From an optimization exercise on the open Yosys and OpenROAD flow, aimed at small area, a short achievable clock period and few clock cycles; shortcuts taken in it are not production practice. Only simulation tests tie the RTL to the original design; equivalence was not proved. Power figures rest on the tool's default switching activity, not on a simulated workload.

==> flow/design.v (excerpt) <==
module profile_gen#(parameter SPEED_BITS=50) (
    input clk,
    input rst,
    input acc_step,
    output reg busy,
    output reg done,
    output [SPEED_BITS-1:0] speed_0,
    output [SPEED_BITS-1:0] speed_1,
    output [SPEED_BITS-1:0] speed_2,
    output [SPEED_BITS-1:0] speed_3,
    output [SPEED_BITS-1:0] speed_4,
    output [SPEED_BITS-1:0] speed_5,
    output [SPEED_BITS-1:0] speed_6,
    output [SPEED_BITS-1:0] speed_7,
    input [7:0] param_addr,
    input [31:0] param_in,
    input param_write_hi,
    input param_write_lo,
    input [7:0] abort,
    output reg [7:0] pending_aborts,
    output reg [7:0] done_aborts
);
For scale: ~3,500 flip-flops, roughly 470 I/O pins.
==> flow/config.mk <==
export PLATFORM = sky130hd
export DESIGN_NAME = profile_gen
export DESIGN_NICKNAME = profile_gen
export VERILOG_FILES = /design/flow/design.v
export SDC_FILE = /design/flow/constraint.sdc
export NUM_CORES = 8
export LEC_CHECK = 0
export CAP_MARGIN = 20
export CORE_MARGIN = 2
export CORE_UTILIZATION = 70
export CTS_BUF_LIST = sky130_fd_sc_hd__clkbuf_16
export CTS_CLUSTER_DIAMETER = 80
export CTS_CLUSTER_SIZE = 20
export GPL_ROUTABILITY_DRIVEN = 1
export PLACE_DENSITY = 0.8
export SLEW_MARGIN = 20
==> flow/constraint.sdc <==
create_clock -name core_clock -period 12.0 [get_ports {clk}]
set_input_delay 2.4000 -clock core_clock [delete_from_list [all_inputs] [get_ports {clk}]]
set_output_delay 2.4000 -clock core_clock [all_outputs]
set_load 0.01 [all_outputs]
standard.sh (not shown) runs the stock make flow with config.mk's settings and CLKGATE_MAP_FILE= SYNTH_SCRIPT=/design/flow/synth_recipe.tcl, a recipe that flattens the netlist after the stock synthesis.
==> flow/flow/run.sh <==
#!/bin/bash
# Standard ORFS layout (the standard.sh, synthesis unchanged), with
# timing repair aimed below the 12 ns clock so that the achieved period,
# not only the 12 ns constraint, is optimised, and plain buffers (not
# delay cells) on the ports. Logs: flow.log here, and each ORFS step's
# own log under orfs/logs/.
set -euo pipefail
export SETUP_SLACK_MARGIN=7
export BUFFER_PORTS_ARGS="-buffer_cell sky130_fd_sc_hd__buf_2"
bash standard.sh > flow.log 2>&1
Testbench counts at the start, summed over its fixed seeds: cycles 1,991.
==> next run, changes <==
==> flow/flow/run.sh (replaced) <==
#!/bin/bash
# Standard ORFS layout (the standard.sh, synthesis unchanged), with
# timing repair aimed below the 12 ns clock so that the achieved period,
# not only the 12 ns constraint, is optimised. Logs: flow.log here, and
# each ORFS step's own log under orfs/logs/.
set -euo pipefail
export SETUP_SLACK_MARGIN=7
bash standard.sh > flow.log 2>&1
==> flow/config.mk (replaced) <==
export PLATFORM = sky130hd
export DESIGN_NAME = profile_gen
export DESIGN_NICKNAME = profile_gen
export VERILOG_FILES = /design/flow/design.v
export SDC_FILE = /design/flow/constraint.sdc
export NUM_CORES = 8
export LEC_CHECK = 0
export CAP_MARGIN = 20
export CORE_MARGIN = 2
export CORE_UTILIZATION = 45
export GPL_ROUTABILITY_DRIVEN = 1
export PLACE_DENSITY = 0.6
export SLEW_MARGIN = 20
The changed run finished clean.
Wire length increases by a few percent.
Clock power increases by well over a third.
Critical path depth increases by 2.
Die area increases by well over a third.
Global-route usage decreases by 15 points.
Final cell count increases by roughly a tenth.
==> next run, changes <==
==> flow/flow/run.sh (replaced) <==
#!/bin/bash
# Standard ORFS layout (the standard.sh, synthesis unchanged), with
# timing repair aimed below the 12 ns clock so that the achieved period,
# not only the 12 ns constraint, is optimised, and plain buffers (not
# delay cells) on the ports. Logs: flow.log here, and each ORFS step's
# own log under orfs/logs/.
set -euo pipefail
export SETUP_SLACK_MARGIN=7.2
export BUFFER_PORTS_ARGS="-buffer_cell sky130_fd_sc_hd__buf_2"
bash standard.sh > flow.log 2>&1
--- a/flow/config.mk
+++ b/flow/config.mk
@@ -8,6 +8,9 @@
 export CAP_MARGIN = 20
 export CORE_MARGIN = 2
-export CORE_UTILIZATION = 45
+export CORE_UTILIZATION = 60
+export CTS_BUF_LIST = sky130_fd_sc_hd__clkbuf_16
+export CTS_CLUSTER_DIAMETER = 90
+export CTS_CLUSTER_SIZE = 24
 export GPL_ROUTABILITY_DRIVEN = 1
-export PLACE_DENSITY = 0.6
+export PLACE_DENSITY = 0.7
 export SLEW_MARGIN = 20
After rerunning: Routed wire length went up slightly; setup slack got worse by 0.20 ns; via count came out higher by a few percent; die area went down by a quarter to a third; power drops by a little under a tenth; count of clock-buffer cells in the layout shrinks by 313; synthesized cell count stays the same.
==> next run, changes <==
--- a/flow/flow/run.sh
+++ b/flow/flow/run.sh
@@ -6,5 +6,5 @@
 # own log under orfs/logs/.
 set -euo pipefail
-export SETUP_SLACK_MARGIN=7.2
+export SETUP_SLACK_MARGIN=7
 export BUFFER_PORTS_ARGS="-buffer_cell sky130_fd_sc_hd__buf_2"
 bash standard.sh > flow.log 2>&1
- The changed run finished clean
- clock skew falls by 0.012 ns
- cell count falls by 1.1%
- sequential power is about the same

what the ideal ports hide:
Ports are ideal in the flow. The routed layouts listed here were re-timed in OpenROAD. Step 1: set_driving_cell puts a clkbuf_16 on clk and a buf_2 on each other input, an assumption about the parent block. Step 2, shift: input delay + t, output delay - t, t = (earliest + latest rising clock arrival at the registers) / 2. This alone moves slack from input paths to output paths. Slacks: no drivers / after step 1 / after step 2; pairs: no drivers / after step 1.
| run | t (ns) | slack for setup (ns) | worst hold slack (ns) | worst register clock-pin slew, ns |
|---|---|---|---|---|
| the first run | 1.177 | 6.804 / 6.804 / 5.842 | 0.441 / 0.441 / 0.441 | 0.10 / 0.10 |
| the second run | 1.230 | 6.883 / 6.883 / 5.828 | 0.444 / 0.444 / 0.444 | 0.07 / 0.07 |
| the third run | 1.171 | 6.687 / 6.687 / 6.081 | 0.444 / 0.444 / 0.444 | 0.12 / 0.12 |
| the fourth run | 1.159 | 6.922 / 6.922 / 5.996 | 0.437 / 0.437 / 0.437 | 0.12 / 0.12 |
After both steps setup and hold are still met in every run listed. For the second run, which loses most, drivers alone change the setup slack by 0.000 ns; drivers and shift together by -1.055 ns.
